This is an optimization exercise on Yosys and OpenROAD, whose aim is small area and a short achievable clock period, not a production implementation.
At most, simulation tests tie the RTL to the original design; equivalence was not proved.
Power is estimated from default activity; no workload was simulated.

## garnet
## vi_exe
module vi_exe(
input		clk_i,
input		rsn_i,
input		kill_i,
input	[31:0]	instr_i,
input	[31:0]	pc_i,
input	[31:0]	data_a_i,
input	[31:0]	data_b_i,
input	[4:0]	write_addr_i,
input		int_write_enable_i,
output	[31:0]	exe_result_o,
output		exe_illegal_o,
output	[4:0]	mult_wr_en_o,
output	[24:0]	mult_addr_o,
output	[31:0]	mult5_data_o,
output	[31:0]	mult5_instr_o,
output	[31:0]	mult5_pc_o);
Settings: LEC_CHECK=0, CAP_MARGIN=20, CORE_MARGIN=2, CORE_UTILIZATION=40, SLEW_MARGIN=20, SYNTH_HIERARCHICAL=1; clock period 10.0 ns.
standard.sh (not shown) runs the stock make flow with config.mk's settings and CLKGATE_MAP_FILE= SYNTH_SCRIPT=/design/flow/synth_recipe.tcl, a recipe that flattens the netlist after the stock synthesis.
==> flow/flow/run.sh <==
#!/bin/bash
set -euo pipefail
export SETUP_SLACK_MARGIN=6.8
export BUFFER_PORTS_ARGS="-buffer_cell sky130_fd_sc_hd__buf_2"
bash standard.sh > standard.log 2>&1
In summary, garnet completed successfully, with a layout that passed the timing, design-rule and antenna checks.
Setup changes, garnet to lagoon
- an added CTS_CLUSTER_SIZE of 28
- an added CTS_CLUSTER_DIAMETER of 80
Findings:
- lagoon -> garnet: count of endpoints failing hold in the final timing report delta 0, exact match
- The share of layout cells above drive strength 1 of lagoon is lower than that of garnet.
- Compared with garnet, in lagoon total power now sits lower, maximum frequency now larger, slew at the pin closest to its max-slew limit lost 0.0039 ns, detailed route wirelength on metal3 went up by 0.52%, number of antenna diodes decreased 1.


Setup of rev 12:
vi_exe, a different RTL version from the one above (not shown whole).
Size: ~3000 cells after synthesis, about 800 flip-flops, roughly 300 I/O pins, ~36000 µm² of cells after synthesis.
Settings: LEC_CHECK=0, CAP_MARGIN=20, CORE_MARGIN=2, CORE_UTILIZATION=40, CTS_CLUSTER_DIAMETER=80, CTS_CLUSTER_SIZE=28, SLEW_MARGIN=20, SYNTH_HIERARCHICAL=1; clock period 10.0 ns.
==> flow/flow/run.sh <==
#!/bin/bash
set -euo pipefail
export SETUP_SLACK_MARGIN=6.9
export BUFFER_PORTS_ARGS="-buffer_cell sky130_fd_sc_hd__buf_2"
bash standard.sh > standard.log 2>&1
Relative to rev 12, the following input files were edited for rev 13:
--- a/flow/flow/run.sh
+++ b/flow/flow/run.sh
@@ -3 +3 @@
-export SETUP_SLACK_MARGIN=6.9
+export SETUP_SLACK_MARGIN=6.8
==> comparison <==
First-pass GRT wire length, rev 13 and rev 12: smaller value in rev 13
The lower clock-buffer cell count of rev 13 and rev 12 is in rev 12.
Worst setup margin: rev 13 vs rev 12 up 0.0031 ns
| register area share after synthesis | rev 13 vs rev 12 | ≈ equal |
On cell total after placement, rev 13 and rev 12 are basically level.
NOTE post-detailed-route via-to-cell ratio rev 12->rev 13 increased slightly
Rev 13 vs rev 12: cell count down slightly
Relative to rev 12, the final cell area reported for rev 13 is lower.


Another version of the RTL of vi_exe (not shown whole).
Size in the first run: ~300 I/O pins, about 0.036 sq mm of cells after synthesis.
Design vi_exe, start of the top module:
module vi_exe(
input		clk_i,
input		rsn_i,
input		kill_i,
input	[31:0]	instr_i,
input	[31:0]	pc_i,
input	[31:0]	data_a_i,
input	[31:0]	data_b_i,
input	[4:0]	write_addr_i,
input		int_write_enable_i,
output	[31:0]	exe_result_o,
output		exe_illegal_o,
output	[4:0]	mult_wr_en_o,
output	[24:0]	mult_addr_o,
output	[31:0]	mult5_data_o,
output	[31:0]	mult5_instr_o,
output	[31:0]	mult5_pc_o);
wire clr = !rsn_i || kill_i;
reg	[31:0]	exe_instruction;
reg	[31:0]	exe_pc;
reg	[31:0]	exe_read_data_a;
reg	[31:0]	exe_read_data_b;
reg	[4:0]	exe_write_addr;
reg		exe_int_write_enable;
reg		exe_valid;
always @(posedge clk_i)
begin
	exe_instruction[31:7] <= instr_i[31:7];
	exe_instruction[6:0] <= clr ? 7'b0 : instr_i[6:0];
	exe_pc <= pc_i;
	exe_read_data_a <= data_a_i;
	exe_read_data_b <= data_b_i;
	exe_write_addr <= write_addr_i;
	exe_int_write_enable <= int_write_enable_i;
	exe_valid <= !clr;
end
wire	[31:0]	alu_result;
wire		alu_illegal;
int_alu int_alu(
	.pc_i			(exe_pc),
	.instr_i		(exe_instruction),
	.data_a_i		(exe_read_data_a),
	.data_b_i		(exe_read_data_b),
	.data_out_o		(alu_result),
	.illegal_inst_o		(alu_illegal)
);
wire exe_is_mul = exe_instruction[6:0] == 7'b0110011 && exe_instruction[31:25] == 7'b0000001;
wire	[31:0]	mul_ra_n;
wire	[61-1:0]	mul_rb_n;
mul_s1 mul_s1(
	.a		(exe_read_data_a),
	.b		(exe_read_data_b),
	.ra_n		(mul_ra_n),
	.rb_n		(mul_rb_n)
);
reg	[31:0]	exe_result;
reg		exe_illegal;
always @(posedge clk_i)
begin
	exe_result <= clr ? 32'b0 : (alu_result | ({32{exe_is_mul}} & mul_ra_n));
	exe_illegal <= clr ? 1'b0 : alu_illegal;
end
assign exe_result_o = exe_result;
assign exe_illegal_o = exe_illegal;
reg	[31:0]	mult1_instruction;
reg	[31:0]	mult1_pc;
reg	[4:0]	mult1_write_addr;
reg		mult1_int_write_enable;
reg		mult1_valid;
reg	[61-1:0]	mult1_rb_n;
always @(posedge clk_i)
begin
	mult1_instruction <= exe_instruction;
	mult1_pc <= exe_pc;
	mult1_write_addr <= exe_write_addr;
	mult1_int_write_enable <= !clr && exe_is_mul && exe_int_write_enable;
	mult1_valid <= !clr && exe_valid;
	mult1_rb_n <= mul_rb_n;
end
wire	[31:0]	mul_p;
mul_s2 mul_s2(
	.ra_n		(exe_result),
	.rb_n		(mult1_rb_n),
	.p		(mul_p)
);
  ...
Settings: LEC_CHECK=0, CAP_MARGIN=20, CORE_MARGIN=2, CORE_UTILIZATION=40, SLEW_MARGIN=20; clock period 10.0 ns.
==> flow/flow/run.sh <==
#!/bin/bash
set -euo pipefail
export SETUP_SLACK_MARGIN=6.5
export BUFFER_PORTS_ARGS="-buffer_cell sky130_fd_sc_hd__buf_2"
bash standard.sh > standard.log 2>&1
The first run ran to the end with no violations.
Then changed:
==> flow/run.sh (new file) <==
#!/bin/bash
# synth_recipe.tcl (not shown) runs the flow's synth.tcl, then flattens the netlist and writes it again
# the make line also repeats each setting of config.mk as NAME=value (left out here)
make -C /OpenROAD-flow-scripts/flow DESIGN_CONFIG=/design/flow/config.mk WORK_HOME=/design/flow/orfs CLKGATE_MAP_FILE= SYNTH_SCRIPT=/design/flow/synth_recipe.tcl finish
removed: flow/flow/run.sh
removed: flow/standard.sh
Effect: Cell area decreases by 5.2%; maximum frequency shrinks by 7.6%; utilization decreases by 2.6 points; sequential power stays flat; register-to-register slack gets worse by 0.38 ns; clock power barely changes; first-iteration DRC count is lower by 23%; worst hold slack gets better by 0.021 ns; clock-buffer cell count came out lower by 4; synthesized area stays the same.
Function was not checked in any run of this note: the RTL went through the layout flow alone.

[afterwards: timing with drivers on the ports]
The flow's constraints put no driver on any port. The routed layouts listed below were extracted and timed again, unchanged, in two steps.
Step 1, drivers: a clkbuf_16 drives clk_i and a buf_2 each remaining input, both assumed.
Step 2 also shifts input and output timing later by t, the mid clock arrival at the registers, as if the neighbouring blocks saw the same clock.
Three values: ideal, step 1, step 2; two values: the first two.
run | t (ns) | slack for setup (ns) | clock arrival spread, ns | slew at the worst register clock pin (ns) | worst slew at a driven data input, ns
garnet | 0.706 | 6.543 / 6.543 / 6.073 | 0.064 / 0.063 | 0.07 / 0.07 | 0.08
lagoon | 0.683 | 6.556 / 6.556 / 6.031 | 0.049 / 0.049 | 0.10 / 0.10 | 0.09
rev 12 | 0.679 | 6.786 / 6.722 / 6.448 | 0.034 / 0.035 | 0.10 / 0.10 | 0.12
rev 13 | 0.690 | 6.789 / 6.718 / 6.421 | 0.071 / 0.070 | 0.11 / 0.11 | 0.11
the first run of note 3 | 0.714 | 5.437 / 5.437 / 5.437 | 0.043 / 0.042 | 0.07 / 0.07 | 0.07
the second run of note 3 | 0.697 | 5.062 / 5.062 / 5.062 | 0.063 / 0.063 | 0.07 / 0.07 | 0.09
After both steps every run listed still meets setup and hold. For lagoon, which loses most, drivers alone change the setup slack by 0.000 ns; drivers and shift together by -0.525 ns.
